Background: an optimization exercise with open tools, aiming at small area. Do not read the settings as production practice.
RTL that was checked went through simulation tests only; none was proved equivalent to the original.
Function not checked in runs 1, 2 and 5: the RTL went through the layout flow alone.
Power and IR drop assume default switching activity. No driver is modelled on the clock port, so clocking that relies on it looks cheaper here than on a real chip.

<file path="design/flow/flow/cellmap.py">
#!/usr/bin/env python3
"""Map the design's gate modules (sky_<cell>) to the sky130_fd_sc_hd cells.

The RTL models a few gates as modules named sky_<cell>, with the cells'
functions and pin names.  This drops those module definitions and makes each
instance of sky_<cell> an instance of sky130_fd_sc_hd__<cell>, so that
synthesis keeps those gates as they are.
Usage: cellmap.py IN.v OUT.v
"""
import re, sys

src = open(sys.argv[1]).read()
src, n = re.subn(r'\bmodule\s+sky_\w+\s*\(.*?\bendmodule\b', '', src, flags=re.S)
src, m = re.subn(r'\bsky_(\w+)(\s+\w+\s*\()', r'sky130_fd_sc_hd__\1\2', src)
assert 'sky_' not in re.sub(r'sky130_fd_sc_hd__', '', src), 'unmapped sky_ name'
open(sys.argv[2], 'w').write(src)
print('cellmap: %d gate modules dropped, %d instances mapped' % (n, m))
</file>
<file path="design/flow/standard.sh">
#!/bin/bash
# synth_recipe.tcl (not shown) runs the flow's synth.tcl, then flattens the netlist and writes it again
# the make line also repeats each setting of config.mk as NAME=value (left out here)
make -C /OpenROAD-flow-scripts/flow DESIGN_CONFIG=/design/flow/config.mk WORK_HOME=/design/flow/orfs CLKGATE_MAP_FILE= SYNTH_SCRIPT=/design/flow/synth_recipe.tcl "${@:-finish}"
</file>
<file path="design/flow/flow/muxrw.py">
#!/usr/bin/env python3
"""Rewrite 2:1 multiplexer cells of a Yosys netlist as OR-AND gates.

A select net that drives several mux2/mux2i cells gets one inverter, and each
of those cells becomes an o22a (mux2) or o22ai (mux2i) cell, which is
smaller:  S ? A1 : A0  ==  (S | A0) & (~S | A1).
Usage: muxrw.py IN.v OUT.v
"""
import re, sys, collections

src = open(sys.argv[1]).read()
inst_re = re.compile(r'(\n\s*)(sky130_fd_sc_hd__(mux2i?)_\d+)\s+(\S+)\s*\((.*?)\);', re.S)
pin_re = re.compile(r'\.(\w+)\(\s*(.*?)\s*\)\s*(?:,|$)', re.S)

def pins(body):
    # escaped identifiers keep the space that ends them
    return {m.group(1): (m.group(2) + ' ' if m.group(2).startswith('\\') else m.group(2))
            for m in pin_re.finditer(body.strip())}

muxes = []
count = None
for m in inst_re.finditer(src):
    muxes.append((m, pins(m.group(5))))


# existing inverters of a select net
inv_re = re.compile(r'sky130_fd_sc_hd__(?:inv|clkinv)_\d+\s+\S+\s*\((.*?)\);', re.S)
have_inv = {}
for m in inv_re.finditer(src):
    p = pins(m.group(1))
    if 'A' in p and 'Y' in p:
        have_inv.setdefault(p['A'], p['Y'])

# buffers: a select net is inverted at the root of its buffer tree
buf_re = re.compile(r'sky130_fd_sc_hd__(?:buf|clkbuf)_\d+\s+\S+\s*\((.*?)\);', re.S)
buf_in = {}
for m in buf_re.finditer(src):
    p = pins(m.group(1))
    if 'A' in p and 'X' in p:
        buf_in[p['X']] = p['A']
def root(s):
    while s in buf_in:
        s = buf_in[s]
    return s

count = collections.Counter(root(p['S']) for _, p in muxes)
new_inv = {}
def sel_n(s):
    r = root(s)
    if r in have_inv:
        return have_inv[r]
    if r not in new_inv:
        new_inv[r] = '\\muxrw_sn%d ' % len(new_inv)
    return new_inv[r]

out = []
pos = 0
nrw = 0
for m, p in muxes:
    s = p['S']
    if count[root(s)] < 2 and root(s) not in have_inv:
        continue
    sn = sel_n(s)
    if m.group(3) == 'mux2i':
        cell, o = 'sky130_fd_sc_hd__o22ai_1', '.Y(%s)' % p['Y']
    else:
        cell, o = 'sky130_fd_sc_hd__o22a_1', '.X(%s)' % p['X']
    out.append(src[pos:m.start()])
    out.append('%s%s %s (.A1(%s), .A2(%s), .B1(%s), .B2(%s), %s);' %
               (m.group(1), cell, m.group(4), s, p['A0'], sn, p['A1'], o))
    pos = m.end()
    nrw += 1
out.append(src[pos:])
res = ''.join(out)
decl = []
for i, (s, sn) in enumerate(new_inv.items()):
    decl.append(' wire %s;' % sn)
    decl.append(' sky130_fd_sc_hd__inv_1 \\muxrw_inv%d  (.A(%s), .Y(%s));' % (i, s, sn))
k = res.rindex('endmodule')
res = res[:k] + '\n'.join(decl) + '\n' + res[k:]
open(sys.argv[2], 'w').write(res)
print('muxrw: %d muxes rewritten, %d inverters added, %d reused' %
      (nrw, len(new_inv), len([s for s in count if s in have_inv])))
</file>
<file path="design/flow/flow/run.sh">
#!/bin/bash
# Standard synthesis and layout, with these changes to how the layout is made:
#  - the RTL's gate modules (sky_<cell>) are mapped to the sky130 cells of
#    the same function before synthesis (cellmap.py), so synthesis keeps them;
#  - after synthesis, 2:1 mux cells that share a select are rewritten as
#    o22a/o22ai cells with one inverter per select (muxrw.py);
#  - the ports are buffered with the smallest buffer;
#  - clock tree synthesis adds no dummy loads and clusters up to 30 sinks;
#  - after placement repair, gates with slack are downsized, then slew and
#    capacitance are repaired again (post_resize.tcl).
set -euo pipefail
F=$(pwd)/flow
R=orfs/results/sky130hd/top/base
export BUFFER_PORTS_ARGS="-buffer_cell sky130_fd_sc_hd__buf_1"
export CTS_ARGS="-sink_clustering_enable -repair_clock_nets -dont_use_dummy_load -sink_clustering_size 30 -sink_clustering_max_diameter 80 -buf_list {sky130_fd_sc_hd__clkbuf_8 sky130_fd_sc_hd__clkbuf_16}"
export POST_RESIZE_TCL=$F/post_resize.tcl
cp design.v design.rtl.v
python3 $F/cellmap.py design.rtl.v design.v > cellmap.log 2>&1
bash standard.sh synth > synth.log 2>&1
cp $R/1_2_yosys.v $R/1_2_yosys.std.v
python3 $F/muxrw.py $R/1_2_yosys.std.v $R/1_2_yosys.v > muxrw.log 2>&1
rm -f $R/1_synth.odb
bash standard.sh synth > synth_odb.log 2>&1
bash standard.sh finish > layout.log 2>&1
</file>
<file path="design/flow/design.v">
module cas (
  input  [7:0] a,
  input  [7:0] b,
  output [7:0] lo,
  output [7:0] hi
);
wire [8:0] gt;
assign gt[0] = 1'b0;
genvar i;
generate
  for (i = 0; i < 8; i = i + 1) begin : rip
    assign gt[i+1] = (a[i] & ~b[i]) | (gt[i] & (a[i] | ~b[i]));
  end
endgenerate
wire swap = gt[8];
assign lo = swap ? b : a;
assign hi = swap ? a : b;
endmodule
module casg #(parameter INV = 0) (
  input  [7:0] a,
  input  [7:0] b,
  output [7:0] lo,
  output [7:0] hi
);
wire [7:0] x = INV ? b : a;
wire [7:0] y = INV ? a : b;
wire [7:0] yn;
wire [8:1] c;
sky130_fd_sc_hd__nor2b_1 u_c1 (.A(y[0]), .B_N(x[0]), .Y(c[1]));
genvar i;
generate
  for (i = 1; i < 8; i = i + 1) begin : rip
    sky130_fd_sc_hd__inv_1 u_yn (.A(y[i]), .Y(yn[i]));
    sky130_fd_sc_hd__maj3_1 u_c (.A(x[i]), .B(yn[i]), .C(c[i]), .X(c[i+1]));
  end
endgenerate
wire s = c[8];
wire sn;
sky130_fd_sc_hd__inv_1 u_sn (.A(s), .Y(sn));
generate
  for (i = 0; i < 8; i = i + 1) begin : mux
    sky130_fd_sc_hd__o22ai_1 u_lo (.A1(s), .A2(a[i]), .B1(sn), .B2(b[i]), .Y(lo[i]));
    sky130_fd_sc_hd__o22ai_1 u_hi (.A1(s), .A2(b[i]), .B1(sn), .B2(a[i]), .Y(hi[i]));
  end
endgenerate
endmodule




module top #(parameter n = 16, parameter k = 8)
(
  input clk,
  input rstn,
  input  [n * k - 1 : 0] in,
  output [n * k - 1 : 0] out
);
reg [4:0] age;
always @(posedge clk or negedge rstn) begin
  if (!rstn)
    age <= 5'd0;
  else if (age != 5'd17)
    age <= age + 5'd1;
end
wire valid = (age == 5'd17);
wire [7:0] x_0 = in[7:0];
wire [7:0] x_1 = in[15:8];
wire [7:0] x_2 = in[23:16];
wire [7:0] x_3 = in[31:24];
wire [7:0] x_4 = in[39:32];
wire [7:0] x_5 = in[47:40];
wire [7:0] x_6 = in[55:48];
wire [7:0] x_7 = in[63:56];
wire [7:0] x_8 = in[71:64];
wire [7:0] x_9 = in[79:72];
wire [7:0] x_10 = in[87:80];
wire [7:0] x_11 = in[95:88];
wire [7:0] x_12 = in[103:96];
wire [7:0] x_13 = in[111:104];
wire [7:0] x_14 = in[119:112];
wire [7:0] x_15 = in[127:120];
wire [7:0] c0_lo, c0_hi;
cas u_cas0 (.a(x_0), .b(x_13), .lo(c0_lo), .hi(c0_hi));
wire [7:0] r0_lo = ~c0_lo, r0_hi = ~c0_hi;
wire [7:0] c1_lo, c1_hi;
cas u_cas1 (.a(x_1), .b(x_12), .lo(c1_lo), .hi(c1_hi));
wire [7:0] r1_lo = ~c1_lo, r1_hi = ~c1_hi;
wire [7:0] c2_lo, c2_hi;
cas u_cas2 (.a(x_2), .b(x_15), .lo(c2_lo), .hi(c2_hi));
wire [7:0] r2_lo = ~c2_lo, r2_hi = ~c2_hi;
wire [7:0] c3_lo, c3_hi;
cas u_cas3 (.a(x_3), .b(x_14), .lo(c3_lo), .hi(c3_hi));
wire [7:0] r3_lo = ~c3_lo, r3_hi = ~c3_hi;
wire [7:0] c4_lo, c4_hi;
cas u_cas4 (.a(x_4), .b(x_8), .lo(c4_lo), .hi(c4_hi));
wire [7:0] r4_lo = ~c4_lo, r4_hi = ~c4_hi;
wire [7:0] c5_lo, c5_hi;
cas u_cas5 (.a(x_5), .b(x_6), .lo(c5_lo), .hi(c5_hi));
wire [7:0] r5_lo = ~c5_lo, r5_hi = ~c5_hi;
wire [7:0] c6_lo, c6_hi;
cas u_cas6 (.a(x_7), .b(x_11), .lo(c6_lo), .hi(c6_hi));
wire [7:0] r6_lo = ~c6_lo, r6_hi = ~c6_hi;
wire [7:0] c7_lo, c7_hi;
cas u_cas7 (.a(x_9), .b(x_10), .lo(c7_lo), .hi(c7_hi));
wire [7:0] r7_lo = ~c7_lo, r7_hi = ~c7_hi;
reg [127:0] s0;
always @(posedge clk) s0 <= {r2_hi, r3_hi, r0_hi, r1_hi, r6_hi, r7_hi, r7_lo, r4_hi, r6_lo, r5_hi, r5_lo, r4_lo, r3_lo, r2_lo, r1_lo, r0_lo};
wire [7:0] s0_0 = s0[7:0];
wire [7:0] s0_1 = s0[15:8];
wire [7:0] s0_2 = s0[23:16];
wire [7:0] s0_3 = s0[31:24];
wire [7:0] s0_4 = s0[39:32];
wire [7:0] s0_5 = s0[47:40];
wire [7:0] s0_6 = s0[55:48];
wire [7:0] s0_7 = s0[63:56];
wire [7:0] s0_8 = s0[71:64];
wire [7:0] s0_9 = s0[79:72];
wire [7:0] s0_10 = s0[87:80];
wire [7:0] s0_11 = s0[95:88];
wire [7:0] s0_12 = s0[103:96];
wire [7:0] s0_13 = s0[111:104];
wire [7:0] s0_14 = s0[119:112];
wire [7:0] s0_15 = s0[127:120];
wire [7:0] c8_lo, c8_hi;
casg #(.INV(1)) u_cas8 (.a(s0_0), .b(s0_5), .lo(c8_lo), .hi(c8_hi));
wire [7:0] c9_lo, c9_hi;
casg #(.INV(1)) u_cas9 (.a(s0_1), .b(s0_7), .lo(c9_lo), .hi(c9_hi));
wire [7:0] c10_lo, c10_hi;
casg #(.INV(1)) u_cas10 (.a(s0_2), .b(s0_9), .lo(c10_lo), .hi(c10_hi));
wire [7:0] c11_lo, c11_hi;
casg #(.INV(1)) u_cas11 (.a(s0_3), .b(s0_4), .lo(c11_lo), .hi(c11_hi));
wire [7:0] c12_lo, c12_hi;
casg #(.INV(1)) u_cas12 (.a(s0_6), .b(s0_13), .lo(c12_lo), .hi(c12_hi));
wire [7:0] c13_lo, c13_hi;
casg #(.INV(1)) u_cas13 (.a(s0_8), .b(s0_14), .lo(c13_lo), .hi(c13_hi));
wire [7:0] c14_lo, c14_hi;
casg #(.INV(1)) u_cas14 (.a(s0_10), .b(s0_15), .lo(c14_lo), .hi(c14_hi));
wire [7:0] c15_lo, c15_hi;
casg #(.INV(1)) u_cas15 (.a(s0_11), .b(s0_12), .lo(c15_lo), .hi(c15_hi));
reg [127:0] s1;
always @(posedge clk) s1 <= {c14_hi, c13_hi, c12_hi, c15_hi, c15_lo, c14_lo, c10_hi, c13_lo, c9_hi, c12_lo, c8_hi, c11_hi, c11_lo, c10_lo, c9_lo, c8_lo};
wire [7:0] s1_0 = s1[7:0];
wire [7:0] s1_1 = s1[15:8];
wire [7:0] s1_2 = s1[23:16];
wire [7:0] s1_3 = s1[31:24];
wire [7:0] s1_4 = s1[39:32];
wire [7:0] s1_5 = s1[47:40];
wire [7:0] s1_6 = s1[55:48];
wire [7:0] s1_7 = s1[63:56];
wire [7:0] s1_8 = s1[71:64];
wire [7:0] s1_9 = s1[79:72];
wire [7:0] s1_10 = s1[87:80];
wire [7:0] s1_11 = s1[95:88];
wire [7:0] s1_12 = s1[103:96];
wire [7:0] s1_13 = s1[111:104];
wire [7:0] s1_14 = s1[119:112];
wire [7:0] s1_15 = s1[127:120];
wire [7:0] c16_lo, c16_hi;
casg #(.INV(0)) u_cas16 (.a(s1_0), .b(s1_1), .lo(c16_lo), .hi(c16_hi));
wire [7:0] c17_lo, c17_hi;
casg #(.INV(0)) u_cas17 (.a(s1_2), .b(s1_3), .lo(c17_lo), .hi(c17_hi));
wire [7:0] c18_lo, c18_hi;
casg #(.INV(0)) u_cas18 (.a(s1_4), .b(s1_5), .lo(c18_lo), .hi(c18_hi));
wire [7:0] c19_lo, c19_hi;
casg #(.INV(0)) u_cas19 (.a(s1_6), .b(s1_8), .lo(c19_lo), .hi(c19_hi));
wire [7:0] c20_lo, c20_hi;
casg #(.INV(0)) u_cas20 (.a(s1_7), .b(s1_9), .lo(c20_lo), .hi(c20_hi));
wire [7:0] c21_lo, c21_hi;
casg #(.INV(0)) u_cas21 (.a(s1_10), .b(s1_11), .lo(c21_lo), .hi(c21_hi));
wire [7:0] c22_lo, c22_hi;
casg #(.INV(0)) u_cas22 (.a(s1_12), .b(s1_13), .lo(c22_lo), .hi(c22_hi));
wire [7:0] c23_lo, c23_hi;
casg #(.INV(0)) u_cas23 (.a(s1_14), .b(s1_15), .lo(c23_lo), .hi(c23_hi));
reg [127:0] s2;
always @(posedge clk) s2 <= {c23_hi, c23_lo, c22_hi, c22_lo, c21_hi, c21_lo, c20_hi, c19_hi, c20_lo, c19_lo, c18_hi, c18_lo, c17_hi, c17_lo, c16_hi, c16_lo};
wire [7:0] s2_0 = s2[7:0];
wire [7:0] s2_1 = s2[15:8];
wire [7:0] s2_2 = s2[23:16];
wire [7:0] s2_3 = s2[31:24];
wire [7:0] s2_4 = s2[39:32];
wire [7:0] s2_5 = s2[47:40];
wire [7:0] s2_6 = s2[55:48];
wire [7:0] s2_7 = s2[63:56];
wire [7:0] s2_8 = s2[71:64];
wire [7:0] s2_9 = s2[79:72];
wire [7:0] s2_10 = s2[87:80];
wire [7:0] s2_11 = s2[95:88];
wire [7:0] s2_12 = s2[103:96];
wire [7:0] s2_13 = s2[111:104];
wire [7:0] s2_14 = s2[119:112];
wire [7:0] s2_15 = s2[127:120];
wire [7:0] c24_lo, c24_hi;
casg #(.INV(1)) u_cas24 (.a(s2_0), .b(s2_2), .lo(c24_lo), .hi(c24_hi));
wire [7:0] c25_lo, c25_hi;
casg #(.INV(1)) u_cas25 (.a(s2_1), .b(s2_3), .lo(c25_lo), .hi(c25_hi));
wire [7:0] c26_lo, c26_hi;
casg #(.INV(1)) u_cas26 (.a(s2_4), .b(s2_10), .lo(c26_lo), .hi(c26_hi));
wire [7:0] c27_lo, c27_hi;
casg #(.INV(1)) u_cas27 (.a(s2_5), .b(s2_11), .lo(c27_lo), .hi(c27_hi));
wire [7:0] c28_lo, c28_hi;
casg #(.INV(1)) u_cas28 (.a(s2_6), .b(s2_7), .lo(c28_lo), .hi(c28_hi));
wire [7:0] c29_lo, c29_hi;
casg #(.INV(1)) u_cas29 (.a(s2_8), .b(s2_9), .lo(c29_lo), .hi(c29_hi));
wire [7:0] c30_lo, c30_hi;
casg #(.INV(1)) u_cas30 (.a(s2_12), .b(s2_14), .lo(c30_lo), .hi(c30_hi));
wire [7:0] c31_lo, c31_hi;
casg #(.INV(1)) u_cas31 (.a(s2_13), .b(s2_15), .lo(c31_lo), .hi(c31_hi));
reg [127:0] s3;
always @(posedge clk) s3 <= {c31_hi, c30_hi, c31_lo, c30_lo, c27_hi, c26_hi, c29_hi, c29_lo, c28_hi, c28_lo, c27_lo, c26_lo, c25_hi, c24_hi, c25_lo, c24_lo};
wire [7:0] s3_0 = s3[7:0];
wire [7:0] s3_1 = s3[15:8];
wire [7:0] s3_2 = s3[23:16];
wire [7:0] s3_3 = s3[31:24];
wire [7:0] s3_4 = s3[39:32];
wire [7:0] s3_5 = s3[47:40];
wire [7:0] s3_6 = s3[55:48];
wire [7:0] s3_7 = s3[63:56];
wire [7:0] s3_8 = s3[71:64];
wire [7:0] s3_9 = s3[79:72];
wire [7:0] s3_10 = s3[87:80];
wire [7:0] s3_11 = s3[95:88];
wire [7:0] s3_12 = s3[103:96];
wire [7:0] s3_13 = s3[111:104];
wire [7:0] s3_14 = s3[119:112];
wire [7:0] s3_15 = s3[127:120];
wire [7:0] c32_lo, c32_hi;
casg #(.INV(0)) u_cas32 (.a(s3_1), .b(s3_2), .lo(c32_lo), .hi(c32_hi));
wire [7:0] c33_lo, c33_hi;
casg #(.INV(0)) u_cas33 (.a(s3_3), .b(s3_12), .lo(c33_lo), .hi(c33_hi));
wire [7:0] c34_lo, c34_hi;
casg #(.INV(0)) u_cas34 (.a(s3_4), .b(s3_6), .lo(c34_lo), .hi(c34_hi));
wire [7:0] c35_lo, c35_hi;
casg #(.INV(0)) u_cas35 (.a(s3_5), .b(s3_7), .lo(c35_lo), .hi(c35_hi));
wire [7:0] c36_lo, c36_hi;
casg #(.INV(0)) u_cas36 (.a(s3_8), .b(s3_10), .lo(c36_lo), .hi(c36_hi));
wire [7:0] c37_lo, c37_hi;
casg #(.INV(0)) u_cas37 (.a(s3_9), .b(s3_11), .lo(c37_lo), .hi(c37_hi));
wire [7:0] c38_lo, c38_hi;
casg #(.INV(0)) u_cas38 (.a(s3_13), .b(s3_14), .lo(c38_lo), .hi(c38_hi));
reg [127:0] s4;
always @(posedge clk) s4 <= {s3_15, c38_hi, c38_lo, c33_hi, c37_hi, c36_hi, c37_lo, c36_lo, c35_hi, c34_hi, c35_lo, c34_lo, c33_lo, c32_hi, c32_lo, s3_0};
wire [7:0] s4_0 = s4[7:0];
wire [7:0] s4_1 = s4[15:8];
wire [7:0] s4_2 = s4[23:16];
wire [7:0] s4_3 = s4[31:24];
wire [7:0] s4_4 = s4[39:32];
wire [7:0] s4_5 = s4[47:40];
wire [7:0] s4_6 = s4[55:48];
wire [7:0] s4_7 = s4[63:56];
wire [7:0] s4_8 = s4[71:64];
wire [7:0] s4_9 = s4[79:72];
wire [7:0] s4_10 = s4[87:80];
wire [7:0] s4_11 = s4[95:88];
wire [7:0] s4_12 = s4[103:96];
wire [7:0] s4_13 = s4[111:104];
wire [7:0] s4_14 = s4[119:112];
wire [7:0] s4_15 = s4[127:120];
wire [7:0] c39_lo, c39_hi;
casg #(.INV(1)) u_cas39 (.a(s4_1), .b(s4_4), .lo(c39_lo), .hi(c39_hi));
wire [7:0] c40_lo, c40_hi;
casg #(.INV(1)) u_cas40 (.a(s4_2), .b(s4_6), .lo(c40_lo), .hi(c40_hi));
wire [7:0] c41_lo, c41_hi;
casg #(.INV(1)) u_cas41 (.a(s4_5), .b(s4_8), .lo(c41_lo), .hi(c41_hi));
wire [7:0] c42_lo, c42_hi;
casg #(.INV(1)) u_cas42 (.a(s4_7), .b(s4_10), .lo(c42_lo), .hi(c42_hi));
wire [7:0] c43_lo, c43_hi;
casg #(.INV(1)) u_cas43 (.a(s4_9), .b(s4_13), .lo(c43_lo), .hi(c43_hi));
wire [7:0] c44_lo, c44_hi;
casg #(.INV(1)) u_cas44 (.a(s4_11), .b(s4_14), .lo(c44_lo), .hi(c44_hi));
reg [127:0] s5;
always @(posedge clk) s5 <= {s4_15, c44_hi, c43_hi, s4_12, c44_lo, c42_hi, c43_lo, c41_hi, c42_lo, c40_hi, c41_lo, c39_hi, s4_3, c40_lo, c39_lo, s4_0};
wire [7:0] s5_0 = s5[7:0];
wire [7:0] s5_1 = s5[15:8];
wire [7:0] s5_2 = s5[23:16];
wire [7:0] s5_3 = s5[31:24];
wire [7:0] s5_4 = s5[39:32];
wire [7:0] s5_5 = s5[47:40];
wire [7:0] s5_6 = s5[55:48];
wire [7:0] s5_7 = s5[63:56];
wire [7:0] s5_8 = s5[71:64];
wire [7:0] s5_9 = s5[79:72];
wire [7:0] s5_10 = s5[87:80];
wire [7:0] s5_11 = s5[95:88];
wire [7:0] s5_12 = s5[103:96];
wire [7:0] s5_13 = s5[111:104];
wire [7:0] s5_14 = s5[119:112];
wire [7:0] s5_15 = s5[127:120];
wire [7:0] c45_lo, c45_hi;
casg #(.INV(0)) u_cas45 (.a(s5_2), .b(s5_4), .lo(c45_lo), .hi(c45_hi));
wire [7:0] c46_lo, c46_hi;
wire [7:0] t1 = ~s5_3;
cas u_cas46 (.a(t1), .b(s5_6), .lo(c46_lo), .hi(c46_hi));
wire [7:0] c47_lo, c47_hi;
wire [7:0] t2 = ~s5_12;
cas u_cas47 (.a(s5_9), .b(t2), .lo(c47_lo), .hi(c47_hi));
wire [7:0] r47_lo = ~c47_lo, r47_hi = ~c47_hi;
wire [7:0] c48_lo, c48_hi;
casg #(.INV(0)) u_cas48 (.a(s5_11), .b(s5_13), .lo(c48_lo), .hi(c48_hi));
reg [127:0] s6;
always @(posedge clk) s6 <= {s5_15, s5_14, c48_hi, r47_hi, c48_lo, s5_10, r47_lo, s5_8, s5_7, c46_hi, s5_5, c45_hi, c46_lo, c45_lo, s5_1, s5_0};
wire [7:0] s6_0 = s6[7:0];
wire [7:0] s6_1 = s6[15:8];
wire [7:0] s6_2 = s6[23:16];
wire [7:0] s6_3 = s6[31:24];
wire [7:0] s6_4 = s6[39:32];
wire [7:0] s6_5 = s6[47:40];
wire [7:0] s6_6 = s6[55:48];
wire [7:0] s6_7 = s6[63:56];
wire [7:0] s6_8 = s6[71:64];
wire [7:0] s6_9 = s6[79:72];
wire [7:0] s6_10 = s6[87:80];
wire [7:0] s6_11 = s6[95:88];
wire [7:0] s6_12 = s6[103:96];
wire [7:0] s6_13 = s6[111:104];
wire [7:0] s6_14 = s6[119:112];
wire [7:0] s6_15 = s6[127:120];
wire [7:0] c49_lo, c49_hi;
casg #(.INV(0)) u_cas49 (.a(s6_3), .b(s6_5), .lo(c49_lo), .hi(c49_hi));
wire [7:0] c50_lo, c50_hi;
casg #(.INV(0)) u_cas50 (.a(s6_6), .b(s6_8), .lo(c50_lo), .hi(c50_hi));
wire [7:0] c51_lo, c51_hi;
wire [7:0] t3 = ~s6_9;
cas u_cas51 (.a(s6_7), .b(t3), .lo(c51_lo), .hi(c51_hi));
wire [7:0] r51_lo = ~c51_lo, r51_hi = ~c51_hi;
wire [7:0] c52_lo, c52_hi;
wire [7:0] t4 = ~s6_12;
cas u_cas52 (.a(s6_10), .b(t4), .lo(c52_lo), .hi(c52_hi));
wire [7:0] r52_lo = ~c52_lo, r52_hi = ~c52_hi;
reg [127:0] s7;
always @(posedge clk) s7 <= {s6_15, s6_14, s6_13, r52_hi, s6_11, r52_lo, r51_hi, c50_hi, r51_lo, c50_lo, c49_hi, s6_4, c49_lo, s6_2, s6_1, s6_0};
wire [7:0] s7_0 = s7[7:0];
wire [7:0] s7_1 = s7[15:8];
wire [7:0] s7_2 = s7[23:16];
wire [7:0] s7_3 = s7[31:24];
wire [7:0] s7_4 = s7[39:32];
wire [7:0] s7_5 = s7[47:40];
wire [7:0] s7_6 = s7[55:48];
wire [7:0] s7_7 = s7[63:56];
wire [7:0] s7_8 = s7[71:64];
wire [7:0] s7_9 = s7[79:72];
wire [7:0] s7_10 = s7[87:80];
wire [7:0] s7_11 = s7[95:88];
wire [7:0] s7_12 = s7[103:96];
wire [7:0] s7_13 = s7[111:104];
wire [7:0] s7_14 = s7[119:112];
wire [7:0] s7_15 = s7[127:120];
wire [7:0] c53_lo, c53_hi;
casg #(.INV(1)) u_cas53 (.a(s7_3), .b(s7_4), .lo(c53_lo), .hi(c53_hi));
wire [7:0] c54_lo, c54_hi;
casg #(.INV(1)) u_cas54 (.a(s7_5), .b(s7_6), .lo(c54_lo), .hi(c54_hi));
wire [7:0] c55_lo, c55_hi;
casg #(.INV(1)) u_cas55 (.a(s7_7), .b(s7_8), .lo(c55_lo), .hi(c55_hi));
wire [7:0] c56_lo, c56_hi;
casg #(.INV(1)) u_cas56 (.a(s7_9), .b(s7_10), .lo(c56_lo), .hi(c56_hi));
wire [7:0] c57_lo, c57_hi;
casg #(.INV(1)) u_cas57 (.a(s7_11), .b(s7_12), .lo(c57_lo), .hi(c57_hi));
reg [127:0] s8;
always @(posedge clk) s8 <= {s7_15, s7_14, s7_13, c57_hi, c57_lo, c56_hi, c56_lo, c55_hi, c55_lo, c54_hi, c54_lo, c53_hi, c53_lo, s7_2, s7_1, s7_0};
wire [7:0] s8_0 = s8[7:0];
wire [7:0] s8_1 = s8[15:8];
wire [7:0] s8_2 = s8[23:16];
wire [7:0] s8_3 = s8[31:24];
wire [7:0] s8_4 = s8[39:32];
wire [7:0] s8_5 = s8[47:40];
wire [7:0] s8_6 = s8[55:48];
wire [7:0] s8_7 = s8[63:56];
wire [7:0] s8_8 = s8[71:64];
wire [7:0] s8_9 = s8[79:72];
wire [7:0] s8_10 = s8[87:80];
wire [7:0] s8_11 = s8[95:88];
wire [7:0] s8_12 = s8[103:96];
wire [7:0] s8_13 = s8[111:104];
wire [7:0] s8_14 = s8[119:112];
wire [7:0] s8_15 = s8[127:120];
wire [7:0] t5 = ~s8_2;
wire [7:0] t6 = ~s8_13;
wire [7:0] c58_lo, c58_hi;
cas u_cas58 (.a(s8_6), .b(s8_7), .lo(c58_lo), .hi(c58_hi));
wire [7:0] r58_lo = ~c58_lo, r58_hi = ~c58_hi;
wire [7:0] c59_lo, c59_hi;
cas u_cas59 (.a(s8_8), .b(s8_9), .lo(c59_lo), .hi(c59_hi));
wire [7:0] r59_lo = ~c59_lo, r59_hi = ~c59_hi;
wire [95:0] low = {s8_15[5:0], s8_14[5:0], s8_13[5:0], s8_12[5:0], s8_11[5:0], s8_10[5:0], r59_hi[5:0], r59_lo[5:0], r58_hi[5:0], r58_lo[5:0], s8_5[5:0], s8_4[5:0], s8_3[5:0], s8_2[5:0], s8_1[5:0], s8_0[5:0]};
wire [15:0] z1;
assign z1[0] = (~s8_0[7] & ~s8_0[6]);
assign z1[1] = (~s8_1[7] & ~s8_1[6]);
assign z1[2] = (~t5[7] & ~t5[6]);
assign z1[3] = (~s8_3[7] & ~s8_3[6]);
assign z1[4] = (~s8_4[7] & ~s8_4[6]);
assign z1[5] = (~s8_5[7] & ~s8_5[6]);
assign z1[6] = ((~s8_6[7] & ~s8_6[6]) | (~s8_7[7] & ~s8_7[6]));
assign z1[7] = ((~s8_6[7] & ~s8_6[6]) & (~s8_7[7] & ~s8_7[6]));
assign z1[8] = ((~s8_8[7] & ~s8_8[6]) | (~s8_9[7] & ~s8_9[6]));
assign z1[9] = ((~s8_8[7] & ~s8_8[6]) & (~s8_9[7] & ~s8_9[6]));
assign z1[10] = (~s8_10[7] & ~s8_10[6]);
assign z1[11] = (~s8_11[7] & ~s8_11[6]);
assign z1[12] = (~s8_12[7] & ~s8_12[6]);
assign z1[13] = (~t6[7] & ~t6[6]);
assign z1[14] = (~s8_14[7] & ~s8_14[6]);
assign z1[15] = (~s8_15[7] & ~s8_15[6]);
wire [15:0] z2;
assign z2[0] = (~s8_0[7]);
assign z2[1] = (~s8_1[7]);
assign z2[2] = (~t5[7]);
assign z2[3] = (~s8_3[7]);
assign z2[4] = (~s8_4[7]);
assign z2[5] = (~s8_5[7]);
assign z2[6] = ((~s8_6[7]) | (~s8_7[7]));
assign z2[7] = ((~s8_6[7]) & (~s8_7[7]));
assign z2[8] = ((~s8_8[7]) | (~s8_9[7]));
assign z2[9] = ((~s8_8[7]) & (~s8_9[7]));
assign z2[10] = (~s8_10[7]);
assign z2[11] = (~s8_11[7]);
assign z2[12] = (~s8_12[7]);
assign z2[13] = (~t6[7]);
assign z2[14] = (~s8_14[7]);
assign z2[15] = (~s8_15[7]);
wire [15:0] z3;
assign z3[0] = (~(s8_0[7] & s8_0[6]));
assign z3[1] = (~(s8_1[7] & s8_1[6]));
assign z3[2] = (~(t5[7] & t5[6]));
assign z3[3] = (~(s8_3[7] & s8_3[6]));
assign z3[4] = (~(s8_4[7] & s8_4[6]));
assign z3[5] = (~(s8_5[7] & s8_5[6]));
assign z3[6] = ((~(s8_6[7] & s8_6[6])) | (~(s8_7[7] & s8_7[6])));
assign z3[7] = ((~(s8_6[7] & s8_6[6])) & (~(s8_7[7] & s8_7[6])));
assign z3[8] = ((~(s8_8[7] & s8_8[6])) | (~(s8_9[7] & s8_9[6])));
assign z3[9] = ((~(s8_8[7] & s8_8[6])) & (~(s8_9[7] & s8_9[6])));
assign z3[10] = (~(s8_10[7] & s8_10[6]));
assign z3[11] = (~(s8_11[7] & s8_11[6]));
assign z3[12] = (~(s8_12[7] & s8_12[6]));
assign z3[13] = (~(t6[7] & t6[6]));
assign z3[14] = (~(s8_14[7] & s8_14[6]));
assign z3[15] = (~(s8_15[7] & s8_15[6]));
wire [4:0] n1 = therm2bin(z1), n2 = therm2bin(z2), n3 = therm2bin(z3);
wire [1:0] full = {n2[4], n3[4] & ~n2[4] | n1[4]};
reg [109:0] e9;
always @(posedge clk) e9 <= {full, n3[3:0], n2[3:0], n1[3:0], low};
reg [109:0] e10;
always @(posedge clk) e10 <= e9;
reg [109:0] e11;
always @(posedge clk) e11 <= e10;
reg [109:0] e12;
always @(posedge clk) e12 <= e11;
reg [109:0] e13;
always @(posedge clk) e13 <= e12;
reg [109:0] e14;
always @(posedge clk) e14 <= e13;
reg [109:0] e15;
always @(posedge clk) e15 <= e14;
reg [109:0] e16;
always @(posedge clk) e16 <= e15;
wire [1:0] nfull = e16[109:108];
localparam [15:0] lowpol = 16'b0010001111000100;
wire [4:0] cnt1 = {nfull == 2'd3, e16[99:96]};
wire [4:0] cnt2 = {nfull[1], e16[103:100]};
wire [4:0] cnt3 = {nfull != 2'd0, e16[107:104]};
genvar h;
generate
  for (h = 0; h < 16; h = h + 1) begin : expand
    wire b7 = (h >= cnt2);
    wire b6 = ((h >= cnt1) && (h < cnt2)) || (h >= cnt3);
    assign out[8*h+7 -: 8] = valid ? {b7, b6, e16[6*h+5 -: 6] ^ {6{lowpol[h]}}} : 8'd0;
  end
endgenerate
function [4:0] therm2bin;
  input [15:0] z;
  begin
    therm2bin[4] = z[15];
    therm2bin[3] = z[7] & ~z[15];
    therm2bin[2] = (z[3] & ~z[7]) | (z[11] & ~z[15]);
    therm2bin[1] = (z[1] & ~z[3]) | (z[5] & ~z[7]) | (z[9] & ~z[11]) | (z[13] & ~z[15]);
    therm2bin[0] = (z[0] & ~z[1]) | (z[2] & ~z[3]) | (z[4] & ~z[5]) | (z[6] & ~z[7]) |
                   (z[8] & ~z[9]) | (z[10] & ~z[11]) | (z[12] & ~z[13]) | (z[14] & ~z[15]);
  end
endfunction
endmodule
</file>
<file path="design/flow/config.mk">
export PLATFORM = sky130hd
export DESIGN_NAME = top
export DESIGN_NICKNAME = top
export VERILOG_FILES = /design/flow/design.v
export SDC_FILE = /design/flow/constraint.sdc
export NUM_CORES = 4
export LEC_CHECK = 0
export CAP_MARGIN = 20
export CORE_MARGIN = 2
export CORE_UTILIZATION = 40
export SLEW_MARGIN = 20
</file>
<file path="design/flow/flow/post_resize.tcl">
# After placement-based repair: downsize gates whose paths have slack, then
# repair max slew / capacitance / fanout again.
repair_timing -recover_power 100 -verbose
repair_design_helper
</file>
<file path="design/flow/constraint.sdc">
create_clock -name core_clock -period 4.0 [get_ports {clk}]
set_input_delay 0.8000 -clock core_clock [delete_from_list [all_inputs] [get_ports {clk}]]
set_output_delay 0.8000 -clock core_clock [all_outputs]
set_load 0.01 [all_outputs]
</file>
==> impl_metrics.py, run 1 <==
metrics = {
    "sta": {
        "fmax_mhz": 256,
        "fin_crit_sh": 0.976,
        "setup_tns_ns": 0,
        "maxSlewHeadroom": 0.387,
        "hold_violations": 0,
        "drv_slew": 0,
        "finalClockSkew_ns": 0.0826,
        "setup_viol_count_final": 0,
        "rsz0062_at_grt": "no",
        "worst_pin_slew_ns": 0.916,
        "fin_crit_ns": 3.90,
    },
    "finish": {
        "syn_to_final_growth_pct": 10.3,
        "layout_commonest_cell": "dfxtp_1",
        "layout_common_cells": "2032 x dfxtp_1, 880 x o22ai_1, 479 x inv_1",
        "fin_nets": 5013,
        "stdcell_area_um2": 61800,
        "antenna_cells": 0,
        "drive_above_1_share": 0.0345,
        "final_cells": 6745,
    },
    "worst_setup_path": {
        "max_stage_delay_ns": 0.37,
        "critPathBufInv": 1,
        "ff2ff_path_depth": 10,
        "critPathMaxFanout": 16,
        "crit_top_cell": "maj3_1",
        "path_class": "register to register",
        "slowest_stage": "maj3_1",
        "crit_family": "adder cells",
        "cp-start-kind": "register",
        "critPathRequiredTime_ns": 4.49,
        "cp.arrival_ns": 4.39,
        "crit_cells": 10,
        "cp_cell_sequence": "nor2b_1 -> maj3_1 -> maj3_1 -> maj3_1 -> maj3_1 -> maj3_1 -> maj3_1 -> maj3_1 -> inv_1 -> o22ai_1",
        "crit_path_end_kind": "register",
    },
    "clock_network": {
        "clk_latency_ns": 0.72,
        "cts_tree": "yes",
        "clock_path_buffers": 3,
        "cts_root_buf": "clkbuf_16",
        "numCtsBuffers": 85,
        "cts_setup_buffers": 0,
        "clk_pin_slew_ns": 0.10,
        "htreeDepth": 3,
        "cts_sinks": 2037,
    },
    "grt": {
        "grt_max_degree": 41,
        "grt_pass1_vias": 30100,
        "grt_usage": 0.151,
        "grt_overflow": 0,
        "grt_pass1_wl_um": 170000,
        "antenna_found_initial": 2,
    },
    "floorplanning": {
        "die_y_um": 378,
        "coreArea_um2": 139000,
        "die_area_um2": 143000,
        "fp.dieW_um": 378,
        "rows": 137,
        "ios": 258,
        "start_util": 0.402,
    },
    "route": {
        "wl_per_cell_um": 16.5,
        "totalWireLength_um": 111000,
        "via_per_inst": 4.79,
        "vias": 32300,
        "drt-initial-drc-count": 1904,
        "drc_errors": 0,
        "drt-pass1-iter-count": 5,
        "ant_nets": 0,
    },
    "power_and_ir_drop": {
        "ir_drop_v": 0.000411,
        "power-per-cell-area_nw_per_um2": 1010,
        "p_leak_nw": 24.7,
    },
    "worst_hold_path": {
        "hp-class": "register to register",
        "holdPathStages": 0,
    },
    "placed_design": {
        "dpl_cell_area_um2": 59600,
        "place_congestion": 0.893,
        "detailed_place_hpwl_um": 85000,
        "portBuffers": 257,
        "place_inst": 6659,
    },
    "synth": {
        "syn_avg_cell_area_um2": 12.4,
        "yosys_warnings": 1,
        "syn_inst": 4503,
        "synth_fp_nets": 4645,
        "syn_area_um2": 56000,
    },
    "flow_run": {
        "max-cap-violations": 0,
    },
    "run_status": {
        "status": "complete, no violations",
    },
}
layout make-up:
class                      instances  area [um2]
clock buffer                      85        2130
fill                           12900       77400
inverter                         486        1840
multi-input combinational       1938       13200
sequential                      2037       40800
tap                             1876        2350
timing repair buffer             323        1420
final timing paths:
path | startpoint | endpoint | slack [ns]
setup / recovery | s1[32]$_DFF_P_ | s2[41]$_DFF_P_ | 0.1
hold / removal | e15[80]$_DFF_P_ | e16[80]$_DFF_P_ | 0.26
setup reg to reg | s1[32]$_DFF_P_ | s2[41]$_DFF_P_ | 0.1
hold reg to reg | e15[80]$_DFF_P_ | e16[80]$_DFF_P_ | 0.26
max in group asynchronous | rstn | age[1]$_DFFE_PN0P_ | 3.32
min in group asynchronous | rstn | age[0]$_DFFE_PN0P_ | 0.46
what timing repair did:
item	CTS	global route
hold buffers	1	0
resized for setup	2	21
cloned	0	0
setup endpoints to repair	7	51
endpoints found under the hold margin	5	0
power breakdown:
group          internal, mW  switching [mW]
clock                  3.82            5.59
combinational          7.41            9.39
sequential             30.6            5.71
per-stage QoR:
step                      power (mW)  utilization  setup WS (ns)  hold slack, ns
after floorplan                 46.3            -          0.354           0.310
after global placement          53.3        0.428         0.0902           0.310
after detailed placement        53.6        0.428         0.0136           0.312
after CTS                       62.9        0.443         0.0123           0.233
after global routing            66.5        0.444         0.0144           0.258
final                           62.5        0.444         0.0962           0.259
registers in the layout, summed over array words and instances, names as in the netlist:
name and flops:
e16 110, e11 110, s0 128, e13 110, e10 110, s3 128
e9 110, age 5, s5 128, e14 110, s2 128, s8 128
s7 128, s4 128, s6 128, e15 110, s1 128, e12 110
layer usage:
metal | global-route usage | up-vias | routed length, um
met5 | 0 | - | 7
met2 | 0.264 | 673 | 53300
met4 | 0.0481 | 2 | 2970
met3 | 0.0204 | 149 | 4240
li1 | - | 16500 | -
met1 | 0.194 | 14900 | 50800
==> inputs of run 2 (changes only) <==
--- a/design/flow/config.mk
+++ b/design/flow/config.mk
@@ -7,5 +7,5 @@
 export LEC_CHECK = 0
 export CAP_MARGIN = 20
 export CORE_MARGIN = 2
-export CORE_UTILIZATION = 40
+export CORE_UTILIZATION = 60
 export SLEW_MARGIN = 20
==> impl_metrics.py, run 2 <==
metrics = {
    "run_status": {
        "status": "complete, no violations",
    },
    "worst_hold_path": {
        "hp-class": "register to register",
        "holdPathStages": 0,
        "min_to": "s6[71]$_DFF_P_",
        "min_from": "s5[71]$_DFF_P_",
    },
    "sta": {
        "fin_crit_sh": 0.978,
        "rsz0062_at_grt": "no",
        "hold_violations": 0,
        "worst_slack_ns": 0.0885,
        "setup_tns_ns": 0,
        "fmax_mhz": 256,
        "maxSlewHeadroom": 0.385,
        "setup_viol_count_final": 0,
        "fin_crit_ns": 3.91,
        "finalClockSkew_ns": 0.0479,
        "drv_slew": 0,
        "worst_pin_slew_ns": 0.918,
    },
    "route": {
        "wl_per_cell_um": 17.4,
        "totalWireLength_um": 106000,
        "drc_errors": 0,
        "via_per_inst": 5.28,
        "drt-initial-drc-count": 2065,
        "vias": 32300,
        "drt-pass1-iter-count": 6,
        "ant_nets": 0,
    },
    "placed_design": {
        "place_ws_ns": 0.0806,
        "place_congestion": 0.906,
        "portBuffers": 257,
        "detailed_place_hpwl_um": 80400,
    },
    "clock_network": {
        "clock_path_buffers": 3,
        "clk_latency_ns": 0.67,
        "cts_tree": "yes",
        "cts_root_buf": "clkbuf_16",
        "cts_sinks": 2037,
        "clk_pin_slew_ns": 0.10,
        "cts_setup_buffers": 0,
        "htreeDepth": 3,
        "numCtsBuffers": 78,
    },
    "worst_setup_path": {
        "ff2ff_path_depth": 10,
        "crit_path_end_kind": "register",
        "regToRegStartpoint": "s0[40]$_DFF_P_",
        "critPathRequiredTime_ns": 4.46,
        "path_class": "register to register",
        "r2r-end": "s1[40]$_DFF_P_",
        "critPathMaxFanout": 16,
        "cp-start-kind": "register",
        "cp.arrival_ns": 4.37,
        "reg2reg_setup_slack_ns": 0.09,
    },
    "floorplanning": {
        "ios": 258,
        "rows": 112,
        "die_y_um": 310,
        "die_area_um2": 95800,
        "start_util": 0.603,
        "fp.dieW_um": 310,
        "coreArea_um2": 92900,
    },
    "power_and_ir_drop": {
        "power-per-cell-area_nw_per_um2": 1010,
        "p_leak_nw": 24.6,
        "ir_drop_v": 0.000393,
    },
    "finish": {
        "layout_common_cells": "2032 x dfxtp_1, 887 x o22ai_1, 481 x inv_1",
        "drive_above_1_share": 0.0307,
        "syn_to_final_growth_pct": 8.56,
        "layout_commonest_cell": "dfxtp_1",
        "fin_nets": 5005,
    },
    "grt": {
        "grt_pass1_vias": 29300,
        "grt_usage": 0.214,
        "grt_max_degree": 66,
        "antenna_found_initial": 0,
        "grt_overflow": 0,
        "grt_pass1_wl_um": 159000,
    },
    "synth": {
        "syn_area_um2": 56000,
        "yosys_warnings": 1,
        "synth_fp_nets": 4645,
        "syn_inst": 4503,
        "syn_avg_cell_area_um2": 12.4,
    },
    "flow_run": {
        "max-cap-violations": 0,
    },
}
-- run 2: worst max-delay path by stage --
| stage | startpoint | to | slack, ns | cells after the start |
|---|---|---|---|---|
| finish | s0[40]$_DFF_P_ | s1[40]$_DFF_P_ | 0.09 | 10 |
| global route | s0[72]$_DFF_P_ | s1[16]$_DFF_P_ | 0.002 | 10 |
| CTS | s0[72]$_DFF_P_ | s1[16]$_DFF_P_ | 0.07 | 10 |
| detailed placement | s0[72]$_DFF_P_ | s1[16]$_DFF_P_ | 0.08 | 10 |
| global placement | s6[24]$_DFF_P_ | s7[24]$_DFF_P_ | 0.10 | 10 |
| floorplan | s0[40]$_DFF_P_ | s1[0]$_DFF_P_ | 0.35 | 10 |
-- run 2: area by class of cell --
| class | count | area [um2] |
|---|---|---|
| Sequential cell | 2037 | 40800 |
| Timing Repair Buffer | 322 | 1420 |
| Multi-Input combinational cell | 1938 | 13200 |
| Clock buffer | 78 | 1950 |
| Fill cell | 7192 | 32100 |
| Tap cell | 1254 | 1570 |
| Inverter | 486 | 1840 |
| Antenna cell | 2 | 5.00 |
-- run 2: where the power goes --
group	switching [mW]	internal [mW]	leakage [nW]
logic	9.11	7.36	6.47
registers	5.71	30.6	17.2
clock network	5.41	3.53	0.961
total	20.2	41.5	24.6
-- run 2: per-stage QoR --
| step | total power, mW | hold WS [ns] | cells | utilization | cell area, um2 |
|---|---|---|---|---|---|
| finish | 61.7 | 0.288 | 6117 | 0.654 | 60800 |
| global route | 65.4 | 0.298 | 6115 | 0.654 | 60800 |
| CTS | 62.0 | 0.282 | 6116 | 0.654 | 60800 |
| detailed placement | 53.2 | 0.312 | 6037 | 0.633 | 58800 |
| global placement | 52.8 | 0.309 | 6037 | 0.634 | 58900 |
| floorplan | 46.3 | 0.310 | 4503 | - | 56000 |
-- run 2: per-layer routing --
metal / wire [um] / share of wire / track usage
met1: 45700 / 0.43 / 0.261
met2: 52800 / 0.50 / 0.390
met3: 3980 / 0.037 / 0.0257
met4: 3730 / 0.035 / 0.0770
met5: 0 / 0 / 0
-- run 2: what timing repair did --
| item | 4_1_cts | 5_1_grt |
|---|---|---|
| gates resized for setup | 0 | 6 |
| hold endpoints to repair | 5 | 0 |
| hold buffers | 1 | 0 |
| setup endpoints to repair | 0 | 24 |
-- run 2: critical path, cell delays in order, from the launching register on --
cell	delay [ns]
dfxtp_1	0.34
nor2b_1	0.13
maj3_1	0.36
maj3_1	0.37
maj3_1	0.37
maj3_1	0.36
maj3_1	0.36
maj3_1	0.36
maj3_1	0.41
buf_4	0.21
o22ai_1	0.45
==> inputs of run 3 (changes only) <==
--- a/design/flow/design.v
+++ b/design/flow/design.v
@@ -38,15 +38,24 @@
 wire sn;
 sky130_fd_sc_hd__inv_1 u_sn (.A(s), .Y(sn));
 generate
-  for (i = 0; i < 8; i = i + 1) begin : mux
+  for (i = 0; i < 7; i = i + 1) begin : mux
     sky130_fd_sc_hd__o22ai_1 u_lo (.A1(s), .A2(a[i]), .B1(sn), .B2(b[i]), .Y(lo[i]));
     sky130_fd_sc_hd__o22ai_1 u_hi (.A1(s), .A2(b[i]), .B1(sn), .B2(a[i]), .Y(hi[i]));
   end
+  if (INV) begin : top_inv
+    sky130_fd_sc_hd__nor2_1 u_lo7 (.A(a[7]), .B(b[7]), .Y(lo[7]));
+    sky130_fd_sc_hd__nand2_1 u_hi7 (.A(a[7]), .B(b[7]), .Y(hi[7]));
+  end else begin : top_true
+    sky130_fd_sc_hd__nand2_1 u_lo7 (.A(a[7]), .B(b[7]), .Y(lo[7]));
+    sky130_fd_sc_hd__nor2_1 u_hi7 (.A(a[7]), .B(b[7]), .Y(hi[7]));
+  end
 endgenerate
 endmodule
 
 
 
+
+
 
 module top #(parameter n = 16, parameter k = 8)
 (
==> impl_metrics.py, run 3 <==
metrics = {
    "run_status": {
        "status": "complete, no violations",
    },
    "sta": {
        "worst_pin_slew_ns": 1.03,
        "worst_slack_ns": 0.0584,
        "fin_crit_ns": 3.94,
        "drv_slew": 0,
        "finalClockSkew_ns": 0.0421,
        "setup_viol_count_final": 0,
        "fin_crit_sh": 0.985,
        "hold_violations": 0,
        "maxSlewHeadroom": 0.307,
        "fmax_mhz": 254,
    },
    "clock_network": {
        "clock_path_buffers": 3,
        "cts_sinks": 2037,
        "clk_pin_slew_ns": 0.10,
        "htreeDepth": 3,
        "cts_tree": "yes",
        "clk_latency_ns": 0.67,
        "cts_root_buf": "clkbuf_16",
        "numCtsBuffers": 78,
    },
    "power_and_ir_drop": {
        "power_mw": 57.7,
        "power-per-cell-area_nw_per_um2": 953,
        "p_leak_nw": 24.7,
        "ir_drop_v": 0.000388,
    },
    "placed_design": {
        "place_ws_ns": 0.0866,
        "detailed_place_hpwl_um": 79900,
        "place_congestion": 0.919,
        "portBuffers": 257,
        "dpl_cell_area_um2": 58500,
    },
    "flow_run": {
        "max-cap-violations": 0,
    },
    "worst_hold_path": {
        "hp-class": "register to register",
    },
    "floorplanning": {
        "fp.dieW_um": 309,
        "ios": 258,
        "die_y_um": 309,
        "die_area_um2": 95400,
        "coreArea_um2": 91900,
        "rows": 111,
        "start_util": 0.607,
    },
    "finish": {
        "drive_above_1_share": 0.0298,
        "layout_common_cells": "2032 x dfxtp_1, 796 x o22ai_1, 485 x inv_1",
        "fin_nets": 5005,
        "layout_commonest_cell": "dfxtp_1",
        "syn_to_final_growth_pct": 8.47,
        "stdcell_area_um2": 60500,
    },
    "route": {
        "drt-initial-drc-count": 2179,
        "wl_per_cell_um": 17.2,
        "totalWireLength_um": 105000,
        "routed-wl-met2_um": 51600,
        "vias": 31700,
        "dr.max_layer_used": "met4",
        "via_per_inst": 5.19,
        "drc_errors": 0,
        "wl_met3_um": 3850,
        "met1_length_um": 45000,
        "drt-pass1-iter-count": 7,
        "ant_nets": 0,
    },
    "synth": {
        "syn_inst": 4503,
        "synth_fp_nets": 4645,
        "syn_avg_cell_area_um2": 12.4,
        "yosys_warnings": 1,
        "syn_area_um2": 55800,
    },
    "worst_setup_path": {
        "slowest_stage": "o22ai_1",
        "crit_path_end_kind": "register",
        "max_stage_delay_ns": 0.53,
        "path_class": "register to register",
        "cp.arrival_ns": 4.45,
        "critPathMaxFanout": 14,
        "crit_top_cell": "maj3_1",
        "cp-start-kind": "register",
        "cp_cell_sequence": "nor2b_1 -> maj3_1 -> maj3_1 -> maj3_1 -> maj3_1 -> maj3_1 -> maj3_1 -> maj3_1 -> clkbuf_2 -> o22ai_1",
        "critPathRequiredTime_ns": 4.50,
    },
    "grt": {
        "antenna_found_initial": 0,
        "grt_usage": 0.214,
        "grt_max_degree": 37,
        "grt_pass1_wl_um": 158000,
        "grt_pass1_vias": 28900,
        "grt_overflow": 0,
    },
}
-- run 3: repair_timing --
| item | 4_1_cts | 5_1_grt |
|---|---|---|
| hold endpoints to repair | 5 | 0 |
| buffers inserted | 0 | 0 |
| hold buffers | 1 | 0 |
| cloned | 0 | 0 |
| endpoints found under the setup margin | 1 | 2 |
| gates resized for setup | 1 | 1 |
-- run 3: final timing paths --
path,startpoint,end,slack [ns],cells past startpoint
min in group asynchronous,rstn,age[1]$_DFFE_PN0P_,0.53,2
hold reg to reg,e12[1]$_DFF_P_,e13[1]$_DFF_P_,0.28,0
setup / recovery,s0[56]$_DFF_P_,s1[9]$_DFF_P_,0.06,10
setup reg to reg,s0[56]$_DFF_P_,s1[9]$_DFF_P_,0.06,10
max in group asynchronous,rstn,age[2]$_DFFE_PN0P_,3.24,2
hold / removal,e12[1]$_DFF_P_,e13[1]$_DFF_P_,0.28,0
-- run 3: through the flow --
stage                TNS, ns   util  hold WS (ns)  instances
finish                     0  0.658         0.282       6105
global route        -0.00838  0.658         0.276       6104
CTS                        0  0.658         0.282       6105
detailed placement         0  0.637         0.312       6026
global placement           0  0.637         0.310       6025
floorplan                  0      -         0.310       4503
-- run 3: layout make-up --
cell class | instances | area, um2
well taps | 1243 | 1560
diodes | 1 | 2.50
inverters | 486 | 1820
flip-flops and latches | 2037 | 40800
multi-input cells | 1938 | 12900
repair buffers | 322 | 1410
clock buffers | 78 | 1950
fillers | 7164 | 31400
-- run 3: where the power goes --
group	switching [mW]	total [mW]	internal [mW]	leakage [nW]
Clock	5.39	8.91	3.53	0.961
Sequential	5.01	34.9	29.8	17.2
Combinational	7.59	13.9	6.31	6.57
-- run 3: routing by layer --
| metal | up-vias | global-route usage |
|---|---|---|
| met5 | - | 0 |
| met4 | 0 | 0.0882 |
| met3 | 166 | 0.0264 |
| met2 | 684 | 0.386 |
| met1 | 14500 | 0.260 |
| li1 | 16300 | - |
-- run 3: critical path: cells and delay by family (launching register included) --
family | cells | cell delay (ns)
flops | 1 | 0.34
simple gates | 1 | 0.13
fa+ha+maj | 7 | 2.58
compound gates | 1 | 0.53
buf+inv | 1 | 0.23
==> inputs of run 4 (changes only) <==
--- a/design/flow/config.mk
+++ b/design/flow/config.mk
@@ -8,4 +8,5 @@
 export CAP_MARGIN = 20
 export CORE_MARGIN = 2
 export CORE_UTILIZATION = 60
+export SETUP_SLACK_MARGIN = 0.15
 export SLEW_MARGIN = 20
==> impl_metrics.py, run 4 <==
metrics = {
    "finish": {
        "syn_to_final_growth_pct": 8.76,
        "stdcell_area_um2": 60700,
        "final_cells": 6104,
        "fin_util": 0.660,
        "antenna_cells": 0,
        "drive_above_1_share": 0.0352,
        "layout_common_cells": "2031 x dfxtp_1, 786 x o22ai_1, 471 x inv_1",
        "layout_commonest_cell": "dfxtp_1",
        "fin_nets": 5005,
        "n_fill_cell": 7144,
    },
    "route": {
        "totalWireLength_um": 105000,
        "via_per_inst": 5.19,
        "drt-pass1-iter-count": 7,
        "wl_per_cell_um": 17.2,
        "drt-initial-drc-count": 2131,
        "ant_nets": 0,
        "drc_errors": 0,
        "vias": 31700,
    },
    "clock_network": {
        "clock_path_buffers": 3,
        "cts_tree": "yes",
        "cts_root_buf": "clkbuf_16",
        "htreeDepth": 3,
        "numCtsBuffers": 78,
        "cts_sinks": 2037,
        "clk_latency_ns": 0.66,
        "clk_pin_slew_ns": 0.10,
    },
    "worst_setup_path": {
        "cp-start-kind": "register",
        "critPathMaxFanout": 14,
        "crit_top_cell": "maj3_1",
        "critPathBufInv": 1,
        "crit_path_end_kind": "register",
        "cp.arrival_ns": 4.31,
        "max_stage_delay_ns": 0.44,
        "critPathRequiredTime_ns": 4.52,
        "path_class": "register to register",
        "cp_cell_sequence": "nor2b_1 -> maj3_1 -> maj3_1 -> maj3_1 -> maj3_1 -> maj3_1 -> maj3_1 -> maj3_1 -> buf_4 -> o22ai_1",
        "slowest_stage": "dfxtp_1",
        "crit_family": "adder cells",
    },
    "floorplanning": {
        "rows": 111,
        "coreArea_um2": 91900,
        "die_y_um": 309,
        "ios": 258,
        "fp.dieW_um": 309,
        "die_area_um2": 95400,
        "start_util": 0.607,
    },
    "worst_hold_path": {
        "hp-class": "register to register",
    },
    "sta": {
        "fmax_mhz": 263,
        "drv_slew": 0,
        "maxSlewHeadroom": 0.317,
        "rsz0062_at_grt": "yes",
        "worst_slack_ns": 0.204,
        "hold_violations": 0,
        "finalClockSkew_ns": 0.0431,
        "fin_crit_ns": 3.80,
        "setup_tns_ns": 0,
        "setup_viol_count_final": 0,
        "whs_ns": 0.282,
        "worst_pin_slew_ns": 1.02,
        "fin_crit_sh": 0.949,
    },
    "grt": {
        "grt_pass1_wl_um": 158000,
        "grt_pass1_vias": 28900,
        "grt_usage": 0.214,
        "grt_overflow": 0,
        "grt_max_degree": 37,
        "antenna_found_initial": 0,
    },
    "placed_design": {
        "dpl_cell_area_um2": 58500,
        "portBuffers": 257,
        "detailed_place_hpwl_um": 79900,
        "place_congestion": 0.919,
        "place_inst": 6026,
        "place_ws_ns": 0.0866,
    },
    "flow_run": {
        "max-cap-violations": 0,
    },
    "power_and_ir_drop": {
        "ir_drop_v": 0.000389,
        "power_mw": 57.8,
        "p_leak_nw": 24.7,
        "power-per-cell-area_nw_per_um2": 953,
    },
    "synth": {
        "yosys_warnings": 1,
        "syn_area_um2": 55800,
        "syn_inst": 4503,
        "syn_avg_cell_area_um2": 12.4,
        "synth_fp_nets": 4645,
    },
    "run_status": {
        "status": "complete, no violations",
    },
}
[run 4: layer usage]
metal / global-route usage / up-vias / share of wire
met5: 0 / - / 0
li1: - / 16300 / -
met1: 0.260 / 14500 / 0.43
met3: 0.0264 / 168 / 0.036
met2: 0.386 / 656 / 0.50
met4: 0.0882 / 0 / 0.040
[run 4: power breakdown]
part | switching, mW | internal [mW]
registers | 5.03 | 29.8
clock network | 5.39 | 3.53
logic | 7.67 | 6.37
total | 18.1 | 39.7
[run 4: worst paths after layout]
kind / cells past startpoint / slack [ns] / startpoint / end
hold reg to reg: 0 / 0.28 / e12[1]$_DFF_P_ / e13[1]$_DFF_P_
min in group asynchronous: 2 / 0.53 / rstn / age[1]$_DFFE_PN0P_
setup reg to reg: 10 / 0.20 / s2[48]$_DFF_P_ / s3[50]$_DFF_P_
hold / removal: 0 / 0.28 / e12[1]$_DFF_P_ / e13[1]$_DFF_P_
max in group asynchronous: 2 / 3.23 / rstn / age[2]$_DFFE_PN0P_
setup / recovery: 10 / 0.20 / s2[48]$_DFF_P_ / s3[50]$_DFF_P_
[run 4: timing repair]
item / in CTS / in global routing
endpoints found under the hold margin: 5 / 0
setup endpoints to repair: 43 / 105
resized for setup: 8 / 29
cloned: 0 / 0
setup buffers: 0 / 0
hold buffers: 1 / 0
[run 4: area by class of cell]
class	instances	area, um2	area share
clock buffer	78	1950	0.0322
timing repair buffer	322	1410	0.0233
multi-input combinational	1938	13100	0.215
inverter	486	1880	0.0309
sequential	2037	40800	0.673
tap	1243	1560	0.0256
==> inputs of run 5 (changes only) <==
--- a/design/flow/design.v
+++ b/design/flow/design.v
@@ -89,31 +89,23 @@
 wire [7:0] x_14 = in[119:112];
 wire [7:0] x_15 = in[127:120];
 wire [7:0] c0_lo, c0_hi;
-cas u_cas0 (.a(x_0), .b(x_13), .lo(c0_lo), .hi(c0_hi));
-wire [7:0] r0_lo = ~c0_lo, r0_hi = ~c0_hi;
+casg #(.INV(0)) u_cas0 (.a(x_0), .b(x_13), .lo(c0_lo), .hi(c0_hi));
 wire [7:0] c1_lo, c1_hi;
-cas u_cas1 (.a(x_1), .b(x_12), .lo(c1_lo), .hi(c1_hi));
-wire [7:0] r1_lo = ~c1_lo, r1_hi = ~c1_hi;
+casg #(.INV(0)) u_cas1 (.a(x_1), .b(x_12), .lo(c1_lo), .hi(c1_hi));
 wire [7:0] c2_lo, c2_hi;
-cas u_cas2 (.a(x_2), .b(x_15), .lo(c2_lo), .hi(c2_hi));
-wire [7:0] r2_lo = ~c2_lo, r2_hi = ~c2_hi;
+casg #(.INV(0)) u_cas2 (.a(x_2), .b(x_15), .lo(c2_lo), .hi(c2_hi));
 wire [7:0] c3_lo, c3_hi;
-cas u_cas3 (.a(x_3), .b(x_14), .lo(c3_lo), .hi(c3_hi));
-wire [7:0] r3_lo = ~c3_lo, r3_hi = ~c3_hi;
+casg #(.INV(0)) u_cas3 (.a(x_3), .b(x_14), .lo(c3_lo), .hi(c3_hi));
 wire [7:0] c4_lo, c4_hi;
-cas u_cas4 (.a(x_4), .b(x_8), .lo(c4_lo), .hi(c4_hi));
-wire [7:0] r4_lo = ~c4_lo, r4_hi = ~c4_hi;
+casg #(.INV(0)) u_cas4 (.a(x_4), .b(x_8), .lo(c4_lo), .hi(c4_hi));
 wire [7:0] c5_lo, c5_hi;
-cas u_cas5 (.a(x_5), .b(x_6), .lo(c5_lo), .hi(c5_hi));
-wire [7:0] r5_lo = ~c5_lo, r5_hi = ~c5_hi;
+casg #(.INV(0)) u_cas5 (.a(x_5), .b(x_6), .lo(c5_lo), .hi(c5_hi));
 wire [7:0] c6_lo, c6_hi;
-cas u_cas6 (.a(x_7), .b(x_11), .lo(c6_lo), .hi(c6_hi));
-wire [7:0] r6_lo = ~c6_lo, r6_hi = ~c6_hi;
+casg #(.INV(0)) u_cas6 (.a(x_7), .b(x_11), .lo(c6_lo), .hi(c6_hi));
 wire [7:0] c7_lo, c7_hi;
-cas u_cas7 (.a(x_9), .b(x_10), .lo(c7_lo), .hi(c7_hi));
-wire [7:0] r7_lo = ~c7_lo, r7_hi = ~c7_hi;
+casg #(.INV(0)) u_cas7 (.a(x_9), .b(x_10), .lo(c7_lo), .hi(c7_hi));
 reg [127:0] s0;
-always @(posedge clk) s0 <= {r2_hi, r3_hi, r0_hi, r1_hi, r6_hi, r7_hi, r7_lo, r4_hi, r6_lo, r5_hi, r5_lo, r4_lo, r3_lo, r2_lo, r1_lo, r0_lo};
+always @(posedge clk) s0 <= {c2_hi, c3_hi, c0_hi, c1_hi, c6_hi, c7_hi, c7_lo, c4_hi, c6_lo, c5_hi, c5_lo, c4_lo, c3_lo, c2_lo, c1_lo, c0_lo};
 wire [7:0] s0_0 = s0[7:0];
 wire [7:0] s0_1 = s0[15:8];
 wire [7:0] s0_2 = s0[23:16];
==> impl_metrics.py, run 5 <==
metrics = {
    "sta": {
        "finalClockSkew_ns": 0.0489,
        "fmax_mhz": 265,
        "drv_slew": 0,
        "rsz0062_at_grt": "yes",
        "worst_pin_slew_ns": 0.946,
        "setup_viol_count_final": 0,
        "worst_slack_ns": 0.229,
        "fin_crit_ns": 3.77,
        "whs_ns": 0.306,
        "maxSlewHeadroom": 0.369,
        "hold_violations": 0,
        "fin_crit_sh": 0.943,
    },
    "route": {
        "wl_per_cell_um": 17.5,
        "drt-initial-drc-count": 2274,
        "drc_errors": 0,
        "totalWireLength_um": 106000,
        "via_per_inst": 5.23,
        "ant_nets": 0,
        "vias": 31800,
        "drt-pass1-iter-count": 6,
    },
    "floorplanning": {
        "die_y_um": 309,
        "start_util": 0.608,
        "coreArea_um2": 91900,
        "die_area_um2": 95600,
        "rows": 111,
        "ios": 258,
        "fp.dieW_um": 309,
    },
    "power_and_ir_drop": {
        "power-per-cell-area_nw_per_um2": 969,
        "ir_drop_v": 0.000369,
        "p_leak_nw": 24.7,
    },
    "worst_setup_path": {
        "path_class": "register to register",
        "cp.arrival_ns": 4.31,
        "crit_path_end_kind": "register",
        "critPathRequiredTime_ns": 4.54,
        "reg2reg_setup_slack_ns": 0.23,
        "critPathMaxFanout": 14,
        "cp-start-kind": "register",
    },
    "worst_hold_path": {
        "hp-class": "register to register",
    },
    "clock_network": {
        "htreeDepth": 3,
        "clock_path_buffers": 3,
        "cts_root_buf": "clkbuf_16",
        "clk_latency_ns": 0.68,
        "cts_sinks": 2037,
        "cts_tree": "yes",
        "numCtsBuffers": 78,
        "clk_pin_slew_ns": 0.11,
    },
    "placed_design": {
        "place_ws_ns": -0.0518,
        "place_inst": 5998,
        "detailed_place_hpwl_um": 80600,
        "portBuffers": 257,
        "place_congestion": 0.906,
    },
    "finish": {
        "layout_commonest_cell": "dfxtp_1",
        "syn_to_final_growth_pct": 8.77,
        "final_cells": 6077,
        "drive_above_1_share": 0.0492,
        "layout_common_cells": "2028 x dfxtp_1, 808 x o22ai_1, 462 x inv_1",
        "antenna_cells": 0,
        "fin_nets": 4978,
        "n_fill_cell": 7115,
    },
    "synth": {
        "synth_fp_nets": 4600,
        "yosys_warnings": 1,
        "syn_area_um2": 55900,
        "syn_inst": 4458,
        "syn_avg_cell_area_um2": 12.5,
    },
    "grt": {
        "grt_max_degree": 43,
        "grt_usage": 0.217,
        "grt_pass1_vias": 29000,
        "antenna_found_initial": 1,
        "grt_overflow": 0,
        "grt_pass1_wl_um": 160000,
    },
    "flow_run": {
        "max-cap-violations": 0,
    },
    "run_status": {
        "status": "complete, no violations",
    },
}
run 5: routing by layer:
layer | up-vias | global-route usage | routed length (um)
met3 | 184 | 0.0245 | 3670
met4 | 0 | 0.104 | 5130
met5 | - | 0 | 0
met1 | 14700 | 0.266 | 45700
met2 | 683 | 0.383 | 51900
li1 | 16200 | - | -
run 5: repair_timing:
action / 4_1_cts / 5_1_grt
hold buffers: 1 / 0
setup buffers: 0 / 0
gates resized for setup: 7 / 37
endpoints found under the hold margin: 5 / 0
endpoints found under the setup margin: 53 / 115
run 5: through the flow:
step	total power [mW]	area [um2]	setup TNS (ns)	utilization
6_report	58.9	60800	0	0.661
3_3_place_gp	50.0	58900	0	0.640
4_1_cts	59.1	60700	0	0.660
2_1_floorplan	44.3	55900	0	-
5_1_grt	62.4	60800	0	0.661
3_5_place_dp	50.3	58700	-0.872	0.639
run 5: final timing paths:
path	startpoint	endpoint	depth (start not counted)
setup / recovery	s2[120]$_DFF_P_	s3[124]$_DFF_P_	10
hold / removal	e9[108]$_DFF_P_	e10[108]$_DFF_P_	0
setup reg to reg	s2[120]$_DFF_P_	s3[124]$_DFF_P_	10
hold reg to reg	e9[108]$_DFF_P_	e10[108]$_DFF_P_	0
max in group asynchronous	rstn	age[2]$_DFFE_PN0P_	2
min in group asynchronous	rstn	age[1]$_DFFE_PN0P_	2
run 5: area by class of cell:
class | count | area (um2) | share of cell area
Sequential cell | 2037 | 40800 | 0.671
Multi-Input combinational cell | 1882 | 13000 | 0.214
Clock buffer | 78 | 1950 | 0.0321
Inverter | 488 | 1880 | 0.0309
Timing Repair Buffer | 349 | 1630 | 0.0268
Tap cell | 1243 | 1560 | 0.0256
run 5: power breakdown:
part	leakage, nW	internal, mW	total (mW)	switching, mW
combinational	6.55	6.74	15.1	8.35
sequential	17.2	29.8	34.9	5.05
clock	0.961	3.53	8.96	5.43
total	24.7	40.1	58.9	18.8
run 5: critical path, stage by stage, from the launching register on:
cell and delay (ns):
dfxtp_1 0.34, nor2b_1 0.13, maj3_1 0.36, maj3_1 0.38, maj3_1 0.36, maj3_1 0.36, maj3_1 0.37, maj3_1 0.36
maj3_1 0.42, buf_4 0.21, o22ai_1 0.38

re-timing with driven ports:
How much do the figures lean on ideal ports? The routed layouts below were timed once more, with nothing changed but the port constraints.
Step 1 (the two cells are an assumption about what drives the block):
set clk [get_ports {clk}]
set_driving_cell -lib_cell sky130_fd_sc_hd__clkbuf_16 $clk
set_driving_cell -lib_cell sky130_fd_sc_hd__buf_2 [delete_from_list [all_inputs] $clk]
Step 2 times the ports against the registers' clock, not the clock port: input delays grow and output delays shrink by t, the midpoint of the rising clock arrivals with the driver on.
a / b / c = ideal ports / drivers / drivers and shift; a / b = the first two.
run | t, ns | setup WS [ns] | hold WS [ns] | latest minus earliest clock arrival (ns) | worst slew at a driven data input, ns
run 1 | 0.751 | 0.096 / 0.096 / 0.096 | 0.259 / 0.245 / 0.259 | 0.085 / 0.084 | 0.07
run 2 | 0.715 | 0.089 / 0.089 / 0.089 | 0.288 / 0.288 / 0.288 | 0.058 / 0.058 | 0.05
run 3 | 0.711 | 0.058 / 0.058 / 0.058 | 0.282 / 0.282 / 0.282 | 0.046 / 0.046 | 0.07
run 4 | 0.709 | 0.204 / 0.204 / 0.204 | 0.282 / 0.282 / 0.282 | 0.044 / 0.044 | 0.07
run 5 | 0.723 | 0.229 / 0.229 / -0.068 | 0.306 / 0.274 / 0.306 | 0.053 / 0.052 | 0.04
With both steps, setup timing fails in run 5, where it was met with ideal ports. For run 5, which loses most, drivers alone change the setup slack by 0.000 ns; drivers and shift together by -0.297 ns.
